This design comes from an exercise in tuning for small area, a short achievable clock period and few clock cycles per item on the open sky130 flow, not from production work.
Only simulation tests tie the RTL to the original design; equivalence was not proved.

build 45:
==> flow/design.v (excerpt) <==
module axis_matvec_mul #(
    parameter R=8, C=8, W_X=4, W_K=3,
    localparam W_Y = W_X + W_K + $clog2(C)
)(
    input  logic clk, rstn,
    output logic s_axis_kx_tready,
    input  logic s_axis_kx_tvalid,
    input  logic [R*C*W_K + C*W_X -1:0] s_axis_kx_tdata,
    input  logic m_axis_y_tready,
    output logic m_axis_y_tvalid,
    output logic [R*W_Y-1:0] m_axis_y_tdata
);
For scale: ~1,900 cells after synthesis, about 81 flip-flops, roughly 310 I/O pins, ~22,000 um2 of cells after synthesis.
==> flow/config.mk <==
export PLATFORM = sky130hd
export DESIGN_NAME = axis_matvec_mul
export DESIGN_NICKNAME = axis_matvec_mul
export VERILOG_FILES = /design/flow/design.v
export SDC_FILE = /design/flow/constraint.sdc
export NUM_CORES = 4
export LEC_CHECK = 0
export CAP_MARGIN = 20
export CORE_MARGIN = 2
export CORE_UTILIZATION = 40
export SETUP_SLACK_MARGIN = 3
export SLEW_MARGIN = 20
export SYNTH_HIERARCHICAL = 1
export SYNTH_MINIMUM_KEEP_SIZE = 0
==> flow/constraint.sdc <==
create_clock -name core_clock -period 8.0 [get_ports {clk}]
set_input_delay 1.6000 -clock core_clock [delete_from_list [all_inputs] [get_ports {clk}]]
set_output_delay 1.6000 -clock core_clock [all_outputs]
set_load 0.01 [all_outputs]
standard.sh (not shown) runs the stock make flow with config.mk's settings and CLKGATE_MAP_FILE= SYNTH_SCRIPT=/design/flow/synth_recipe.tcl, a recipe that flattens the netlist after the stock synthesis.
==> flow/flow/run.sh <==
#!/bin/bash
# The standard layout, with each port's buffer a sky130_fd_sc_hd__buf_1
# (the standard flow picks a larger delay buffer).  Each step's full output
# is in orfs/logs; make's own output is in make.log.
set -euo pipefail
export BUFFER_PORTS_ARGS="-buffer_cell sky130_fd_sc_hd__buf_1"
bash standard.sh finish > make.log 2>&1
Testbench counts of build 45, summed over its fixed seeds: cycles 520, items 512.
### build 45 -> build 31
- SETUP_SLACK_MARGIN removed (was 3)
==> flow/run.sh (new file) <==
#!/bin/bash
# synth_recipe.tcl (not shown) runs the flow's synth.tcl, then flattens the netlist and writes it again
# the make line also repeats each setting of config.mk as NAME=value (left out here)
make -C /OpenROAD-flow-scripts/flow DESIGN_CONFIG=/design/flow/config.mk WORK_HOME=/design/flow/orfs CLKGATE_MAP_FILE= SYNTH_SCRIPT=/design/flow/synth_recipe.tcl finish
removed: flow/flow/run.sh
removed: flow/standard.sh
## What came out
- As far as post-DP HPWL is concerned, build 31 and build 45 perform about the same.
- Build 45 → build 31: global placer's final weighted congestion comparable, H-tree depth comparable, total negative setup slack did not really move.
> inputs changed (build 31 -> build 58)
- SETUP_SLACK_MARGIN newly set to 2
==> flow/flow/run.sh (new file) <==
#!/bin/bash
# The standard layout, with each port's buffer a sky130_fd_sc_hd__buf_1
# (the standard flow picks a larger delay buffer), and timing repair limited
# to resizing and pin swaps.  Each step's full output is in orfs/logs;
# make's own output is in make.log.
set -euo pipefail
export BUFFER_PORTS_ARGS="-buffer_cell sky130_fd_sc_hd__buf_1"
export SETUP_MOVE_SEQUENCE="unbuffer,sizeup,swap"
export SKIP_GATE_CLONING=1
bash standard.sh finish > make.log 2>&1
==> flow/standard.sh (new file) <==
#!/bin/bash
# synth_recipe.tcl (not shown) runs the flow's synth.tcl, then flattens the netlist and writes it again
# the make line also repeats each setting of config.mk as NAME=value (left out here)
make -C /OpenROAD-flow-scripts/flow DESIGN_CONFIG=/design/flow/config.mk WORK_HOME=/design/flow/orfs CLKGATE_MAP_FILE= SYNTH_SCRIPT=/design/flow/synth_recipe.tcl "${@:-finish}"
removed: flow/run.sh
### Flow results
Build 58 went all the way through synthesis, placement and routing and the layout is clean on timing, DRC and antenna.
Comparing build 31 and build 58, signed area change from the synthesized netlist to the final layout is lower on build 58.
Lower aggregate routed wire length goes to build 31 over build 58.
Sequential cell area came out exactly the same in build 31 and build 58.
Count of plain and timing-repair buffers in the layout for build 58: 11 down relative to build 31
Summary: clock skew, build 58 worse than build 31

---

job 7507:
axis_matvec_mul, a different RTL version from the one above (not shown whole).
Size: ~2100 cells after synthesis, about 130 flip-flops.
## axis_matvec_mul
module axis_matvec_mul #(
    parameter R=8, C=8, W_X=4, W_K=3,
    localparam W_Y = W_X + W_K + $clog2(C),
    localparam NQ = 16
)(
    input  logic clk, rstn,
    output logic s_axis_kx_tready,
    input  logic s_axis_kx_tvalid,
    input  logic [R*C*W_K + C*W_X -1:0] s_axis_kx_tdata,
    input  logic m_axis_y_tready,
    output logic m_axis_y_tvalid,
    output logic [R*W_Y-1:0] m_axis_y_tdata
);
    logic [R*NQ-1:0] q_d, q;
    matvec_mul #(
        .R(R), .C(C), .W_X(W_X), .W_K(W_K)
    ) MATVEC (
        .k(s_axis_kx_tdata[R*C*W_K-1:0]),
        .x(s_axis_kx_tdata[R*C*W_K +: C*W_X]),
        .q(q_d)
    );
    assign s_axis_kx_tready = !m_axis_y_tvalid || m_axis_y_tready;
    always_ff @(posedge clk or negedge rstn) begin
        if (!rstn)
            m_axis_y_tvalid <= 1'b0;
        else if (s_axis_kx_tready)
            m_axis_y_tvalid <= s_axis_kx_tvalid;
    end
    always_ff @(posedge clk) begin
        if (s_axis_kx_tready)
            q <= q_d;
    end
    matvec_sum #(
        .R(R), .C(C), .W_X(W_X), .W_K(W_K)
    ) SUM (
        .q(q),
        .y(m_axis_y_tdata)
    );
endmodule
==> flow/config.mk <==
export PLATFORM = sky130hd
export DESIGN_NAME = axis_matvec_mul
export DESIGN_NICKNAME = axis_matvec_mul
export VERILOG_FILES = /design/flow/design.v
export SDC_FILE = /design/flow/constraint.sdc
export NUM_CORES = 4
export LEC_CHECK = 0
export CAP_MARGIN = 20
export CORE_MARGIN = 2
export CORE_UTILIZATION = 40
export SETUP_SLACK_MARGIN = 3.6
export SLEW_MARGIN = 20
export SYNTH_HIERARCHICAL = 1
export SYNTH_MINIMUM_KEEP_SIZE = 0
==> flow/constraint.sdc <==
create_clock -name core_clock -period 8.0 [get_ports {clk}]
set_input_delay 1.6000 -clock core_clock [delete_from_list [all_inputs] [get_ports {clk}]]
set_output_delay 1.6000 -clock core_clock [all_outputs]
set_load 0.01 [all_outputs]
==> flow/flow/run.sh <==
#!/bin/bash
# The standard layout, with these changes:
# - each port's buffer is a sky130_fd_sc_hd__buf_1 (the standard flow picks a
#   larger delay buffer), except that after global placement the buffers of
#   the X ports (s_axis_kx_tdata[223:192], 24 loads each) become
#   $X_PORT_BUFFER (flow/post_gpl.tcl);
# - timing repair is limited to resizing and pin swaps;
# - after the standard synthesis, the largest buffers are kept out of the
#   resizer's reach, and clock tree synthesis uses sky130_fd_sc_hd__clkbuf_8.
# Each step's full output is in orfs/logs; make's own output is in synth.log
# and make.log.
set -euo pipefail
export BUFFER_PORTS_ARGS="-buffer_cell sky130_fd_sc_hd__buf_1"
export SETUP_MOVE_SEQUENCE="unbuffer,sizeup,swap"
export SKIP_GATE_CLONING=1
bash standard.sh synth > synth.log 2>&1
export DONT_USE_CELLS="sky130_fd_sc_hd__clkbuf_16 sky130_fd_sc_hd__buf_12 sky130_fd_sc_hd__buf_16 sky130_fd_sc_hd__bufinv_16"
export CTS_BUF_LIST="sky130_fd_sc_hd__clkbuf_8"
export POST_GLOBAL_PLACE_TCL="$PWD/flow/post_gpl.tcl"
export X_PORT_BUFFER="${X_PORT_BUFFER:-sky130_fd_sc_hd__buf_8}"
bash standard.sh finish > make.log 2>&1
==> flow/flow/post_gpl.tcl <==
set cell sky130_fd_sc_hd__buf_8
if { [info exists ::env(X_PORT_BUFFER)] } { set cell $::env(X_PORT_BUFFER) }
set block [ord::get_db_block]
set n 0
foreach bterm [$block getBTerms] {
  if { [regexp {^s_axis_kx_tdata\[(\d+)\]$} [$bterm getName] -> idx] && $idx >= 192 } {
    set net [$bterm getNet]
    foreach iterm [$net getITerms] {
      set inst [$iterm getInst]
      if { [string match "*buf*" [[$inst getMaster] getName]] } {
        replace_cell [$inst getName] $cell
        incr n
      }
    }
  }
}
puts "post_gpl: resized $n X port buffers to $cell"
Having completed the whole flow, job 7507 delivered a layout that passed the timing, DRC and antenna checks.
Testbench counts of job 7507, summed over its fixed seeds: cycles 520, items 512.
--- input diff job 7507..job 6360 ---
- an added CTS_CLUSTER_DIAMETER of 100
- an added CTS_CLUSTER_SIZE of 32
- a change of SETUP_SLACK_MARGIN from 3.6 to 3
diff --git a/flow/flow/run.sh b/flow/flow/run.sh
--- a/flow/flow/run.sh
+++ b/flow/flow/run.sh
@@ -4,3 +4 @@
-#   larger delay buffer), except that after global placement the buffers of
-#   the X ports (s_axis_kx_tdata[223:192], 24 loads each) become
-#   $X_PORT_BUFFER (flow/post_gpl.tcl);
+#   larger delay buffer);
@@ -19,2 +16,0 @@
-export POST_GLOBAL_PLACE_TCL="$PWD/flow/post_gpl.tcl"
-export X_PORT_BUFFER="${X_PORT_BUFFER:-sky130_fd_sc_hd__buf_8}"
removed: flow/flow/post_gpl.tcl
--- outcome ---
- In job 6360, the sequential share of layout area came out 0.91 points above the value in job 7507.
- A launch point of the worst path of s_axis_kx_tdata[207] is what job 7507 shows, while s_axis_kx_tdata[215] belongs to job 6360.
- Per the comparison of job 6360 with job 7507, final critical-path share of the clock period now larger; wire length of the first global-routing pass now smaller; count of multi-input gates comparable.
--- input diff job 6360..job 7492 ---
- SETUP_SLACK_MARGIN: 3 -> 3.2
- CTS_CLUSTER_SIZE: 32 -> unset
- CTS_CLUSTER_DIAMETER: 100 -> unset
diff --git a/flow/flow/run.sh b/flow/flow/run.sh
--- a/flow/flow/run.sh
+++ b/flow/flow/run.sh
@@ -3,2 +3,5 @@
-# - each port's buffer is a sky130_fd_sc_hd__buf_1 (the standard flow picks a
-#   larger delay buffer);
+# - each port's buffer is first a sky130_fd_sc_hd__buf_8, so that global
+#   placement adds no buffers behind it; after global placement
+#   (flow/post_gpl2.tcl) the buffers of the X ports (s_axis_kx_tdata[223:192],
+#   24 loads each) stay $X_PORT_BUFFER and all other port buffers become
+#   sky130_fd_sc_hd__buf_1 (the standard flow picks a larger delay buffer);
@@ -7 +10,2 @@
-#   resizer's reach, and clock tree synthesis uses sky130_fd_sc_hd__clkbuf_8.
+#   resizer's reach, and clock tree synthesis uses sky130_fd_sc_hd__clkbuf_8
+#   and inserts no dummy loads.
@@ -11 +15 @@
-export BUFFER_PORTS_ARGS="-buffer_cell sky130_fd_sc_hd__buf_1"
+export BUFFER_PORTS_ARGS="-buffer_cell sky130_fd_sc_hd__buf_8"
@@ -16 +20,3 @@
-export CTS_BUF_LIST="sky130_fd_sc_hd__clkbuf_8"
+export CTS_ARGS="-sink_clustering_enable -repair_clock_nets -buf_list sky130_fd_sc_hd__clkbuf_8 -dont_use_dummy_load"
+export POST_GLOBAL_PLACE_TCL="$PWD/flow/post_gpl2.tcl"
+export X_PORT_BUFFER="${X_PORT_BUFFER:-sky130_fd_sc_hd__buf_8}"
==> flow/flow/post_gpl2.tcl (new file) <==
set xcell sky130_fd_sc_hd__buf_8
if { [info exists ::env(X_PORT_BUFFER)] } { set xcell $::env(X_PORT_BUFFER) }
set small sky130_fd_sc_hd__buf_1
set block [ord::get_db_block]
set nx 0
set ns 0
foreach bterm [$block getBTerms] {
  set name [$bterm getName]
  if { $name == "clk" } { continue }
  set isx [expr { [regexp {^s_axis_kx_tdata\[(\d+)\]$} $name -> idx] && $idx >= 192 }]
  set net [$bterm getNet]
  foreach iterm [$net getITerms] {
    set inst [$iterm getInst]
    set master [[$inst getMaster] getName]
    if { ![string match "*buf*" $master] } { continue }
    if { $isx } {
      if { $master != $xcell } { replace_cell [$inst getName] $xcell }
      incr nx
    } else {
      if { $master != $small } { replace_cell [$inst getName] $small }
      incr ns
    }
  }
}
puts "post_gpl: $nx X port buffers are $xcell, $ns other port buffers are $small"
==> summary.txt <==
Max met2 layer wire length in the routed design across job 7492 and job 6360: job 7492
Job 7492 | status: complete | timing, DRC, antenna: pass
Lower met3 track demand over resource was reported by job 6360, not job 7492.
Run comparison: job 7492 startpoint of the most critical setup path q[90]; job 6360 startpoint of the most critical setup path s_axis_kx_tdata[215]
The final routed wirelength across all metal layers in job 7492 sits about 1.4% below the value recorded for job 6360.
When the final numbers for job 7492 and job 6360 were put side by side, the share of cells above drive strength 1 turned out to be smaller in job 6360.
Compared with job 6360, in job 7492 source-to-sink clock delay at the later pin of the worst-skew pair went down 0.04 ns, total via count in the routed design saw a decrease.
[compare] base=job 6360 new=job 7492: filler-free cell count of the finished design went down 1.2%.

[port drivers added, routing unchanged]
In the flow no input, the clock included, has a driving cell. The finished layouts below were timed again as built, in two steps.
Step 1 (the two cells are an assumption about what drives the block):
set clk [get_ports {clk}]
set_driving_cell -lib_cell sky130_fd_sc_hd__clkbuf_16 $clk
set_driving_cell -lib_cell sky130_fd_sc_hd__buf_2 [delete_from_list [all_inputs] $clk]
Step 2 times the ports against the registers' clock, not the clock port: input delays grow and output delays shrink by t, the midpoint of the rising clock arrivals with the driver on.
a / b / c = ideal ports / drivers / drivers and shift; a / b = the first two.
run	shift t [ns]	slack for setup (ns)	pins driven straight from the clock port
build 45	0.443	2.115 / 2.122 / 1.679	1
build 31	0.453	1.235 / 1.272 / 0.820	1
build 58	0.463	2.037 / 2.067 / 1.605	1
job 7507	0.609	3.367 / 3.324 / 2.716	1
job 6360	0.633	2.983 / 3.009 / 2.377	1
job 7492	0.601	3.379 / 3.322 / 2.788	1
After both steps setup and hold are still met in every run listed. The setup slack of job 7507, which loses most, moves by -0.043 ns with the drivers and by -0.651 ns with both steps.
